This design comes from an exercise in tuning for small area on the open sky130 flow, not from production work. Only simulation tests tie the RTL to the original design; equivalence was not proved. The flow treats the clock pin as an ideal source, which a real chip does not have.

==> module FreqCounter, before the edit <==
module FreqCounter(
    input mclk,
    input rst,
    input signal,
    output [15:0] freq
);
reg [15:0] lr;       
wire [15:0] lfsr = lr ^ 16'haaaa;
reg [12:0] fc;       
reg        old;
reg [2:0]  av;
reg [14:0] sa;
reg [14:0] sm;
reg        p;
reg        m;        
reg [14:0] fq;       
wire gate_end = ({lfsr[15:11], lfsr[8:0]} == {5'b01100, 9'b110001011});
wire e = signal ^ old;
wire in6 = (av == 3'd6);
wire fin = gate_end & in6;
wire [13:0] fci;
inc #(13) i0(.a(fc), .ci(e), .s(fci));
wire wrap = fci[13];
wire [12:0] fcn = fci[12:0];
wire [15:0] sai;
inc #(15) i1(.a(sa), .ci(e), .s(sai));
wire [14:0] san = {sai[14:13] - wrap, sai[12:0]};
wire [15:0] smi;
inc #(15) i2(.a(sm), .ci(in6 ? e & p : e), .s(smi));
wire [14:0] smn = {smi[14:12] - (wrap ? (in6 ? 3'd1 : 3'd2) : 3'd0), smi[11:0]};
always @(posedge mclk) begin
    if (rst) begin
        lr <= 16'haaaa; fc <= 0; old <= 0; av <= 0; sa <= 0; sm <= 0; p <= 0; m <= 0; fq <= 0;
    end else begin
        old <= signal;
        lr <= (gate_end ? 16'd0 : {lfsr[14:0], ~(lfsr[15] ^ lfsr[12])}) ^ 16'haaaa;
        fc  <= gate_end ? 13'd0 : fcn;
        if (gate_end)
            av <= av + 3'd1;
        m <= fin;
        sa <= m ? {14'd0, e} : san;
        if (fin) begin
            sm <= {3'd0, fcn[12:1]};
            p <= fcn[0];
        end else begin
            sm <= smn;
            if (in6)
                p <= p ^ e;
        end
        if (fin)
            fq <= smn;
        else if (m)
            fq <= sa;
    end
end
assign freq = {1'b0, fq};
endmodule
export LEC_CHECK = 0
export CAP_MARGIN = 20
export CORE_MARGIN = 2
export CORE_UTILIZATION = 70
export SLEW_MARGIN = 20
create_clock -name core_clock -period 10.0 [get_ports {mclk}]
standard.sh (not shown) runs the stock make flow with config.mk's settings and CLKGATE_MAP_FILE= SYNTH_SCRIPT=/design/flow/synth_recipe.tcl, a recipe that flattens the netlist after the stock synthesis.
==> flow/flow/run.sh <==
#!/bin/bash
# Standard ORFS layout, with three changes made through the flow's own
# variables and hooks:
#  - the port buffers are buf_1 cells;
#  - CTS builds the clock tree from clkbuf_4 cells without dummy loads;
#  - after CTS, flow/downsize.tcl moves logic cells to a smaller drive strength
#    wherever timing, slew and capacitance still hold with margin.
set -euo pipefail
export BUFFER_PORTS_ARGS="-buffer_cell sky130_fd_sc_hd__buf_1"
export CTS_ARGS="-sink_clustering_enable -repair_clock_nets -buf_list sky130_fd_sc_hd__clkbuf_4 -dont_use_dummy_load"
export POST_CTS_TCL="$PWD/flow/downsize.tcl"
bash standard.sh finish > standard_flow.log 2>&1
==> flow/flow/downsize.tcl <==
# Downsize logic cells to drive strength 1 where timing, slew and
# capacitance still hold with margin.
proc ds_ok {} {
  estimate_parasitics -placement
  if {[sta::worst_slack_cmd max] < 0.5e-9} { return 0 }
  if {[sta::worst_slack_cmd min] < 0.05e-9} { return 0 }
  if {[sta::max_slew_violation_count] > 0} { return 0 }
  if {[sta::max_capacitance_violation_count] > 0} { return 0 }
  if {[sta::max_slew_check_slack_limit] < 0.15} { return 0 }
  if {[sta::max_capacitance_check_slack_limit] < 0.15} { return 0 }
  return 1
}
set db [ord::get_db]
set block [ord::get_db_block]
set n 0; set saved 0.0
if {![ds_ok]} { puts "downsize: design not clean before, skipping" } else {
foreach inst [$block getInsts] {
  set m [$inst getMaster]
  set name [$m getName]
  if {![regexp {^(sky130_fd_sc_hd__[a-z0-9]+)_([0-9]+)$} $name -> base drv]} continue
  if {$drv <= 1} continue
  if {[regexp {clkbuf|clkinv|clkdly|dfxtp|dfrtp|tap|fill|decap|conb|dlygate} $base]} continue
  set old_area [expr {[$m getWidth] * [$m getHeight]}]
  foreach d {0 1 2 4} {
    if {$d >= $drv} break
    set cand [$db findMaster ${base}_$d]
    if {$cand eq "NULL" || $cand eq ""} continue
    if {[$cand getWidth] >= [$m getWidth]} continue
    $inst swapMaster $cand
    if {[ds_ok]} {
      incr n
      set saved [expr {$saved + ($old_area - [$cand getWidth] * [$cand getHeight]) / 1e6}]
      puts "downsize: [$inst getName] $name -> [$cand getName]"
      break
    }
    $inst swapMaster $m
  }
}
}
estimate_parasitics -placement
puts "downsize: $n cells, [format %.1f $saved] um2"
Rerun with:
--- a/flow/design.v
+++ b/flow/design.v
@@ -3,12 +3,11 @@
     input mclk,
     input rst,
     input signal,
     output [15:0] freq
 );
-reg [15:0] lr;       
-wire [15:0] lfsr = lr ^ 16'haaaa;
+reg [15:0] lfsr;     
 reg [12:0] fc;       
 reg        old;
 reg [2:0]  av;
 reg [14:0] sa;
 reg [14:0] sm;
@@ -29,14 +28,14 @@
 wire [15:0] smi;
 inc #(15) i2(.a(sm), .ci(in6 ? e & p : e), .s(smi));
 wire [14:0] smn = {smi[14:12] - (wrap ? (in6 ? 3'd1 : 3'd2) : 3'd0), smi[11:0]};
 always @(posedge mclk) begin
     if (rst) begin
-        lr <= 16'haaaa; fc <= 0; old <= 0; av <= 0; sa <= 0; sm <= 0; p <= 0; m <= 0; fq <= 0;
+        lfsr <= 0; fc <= 0; old <= 0; av <= 0; sa <= 0; sm <= 0; p <= 0; m <= 0; fq <= 0;
     end else begin
         old <= signal;
-        lr <= (gate_end ? 16'd0 : {lfsr[14:0], ~(lfsr[15] ^ lfsr[12])}) ^ 16'haaaa;
+        lfsr <= gate_end ? 16'd0 : {lfsr[14:0], ~(lfsr[15] ^ lfsr[12])};
         fc  <= gate_end ? 13'd0 : fcn;
         if (gate_end)
             av <= av + 3'd1;
         m <= fin;
         sa <= m ? {14'd0, e} : san;
Die area decreases by 2.5%.
Clock-buffer cell count is unchanged.
Final area increases by 0.51%.
First-iteration DRC count climbs by 27%.
Non-clock buffer count climbs by 1.
Setup slack is worse by 38 ps.

## afterwards: timing with drivers on the ports
The results above use ideal ports. As a check the final layouts listed here were re-extracted and re-timed, cells and wires unchanged.
Step 1 sets driving cells, clkbuf_16 on the clock port and buf_2 on the other inputs (assumed; they add their load-dependent delay and slew).
Step 2 moves the port delays by t, midway between the first and last clock arrival at a register: inputs arrive t later, outputs are due t later. That takes back most of the time a late clock gives input paths.
Three values: ideal ports, drivers, drivers and shift; two values: the first two.
| run | t, ns | slack for setup (ns) | worst data-port slew with drivers (ns) | cell pins on the clock port's net |
|---|---|---|---|---|
| the first run | 0.423 | 3.988 / 3.993 / 3.570 | 0.03 | 1 |
| the second run | 0.418 | 3.950 / 3.954 / 3.536 | 0.03 | 1 |
After both steps every run listed still meets setup and hold. For the first run, which loses most, drivers alone change the setup slack by +0.005 ns; drivers and shift together by -0.418 ns.
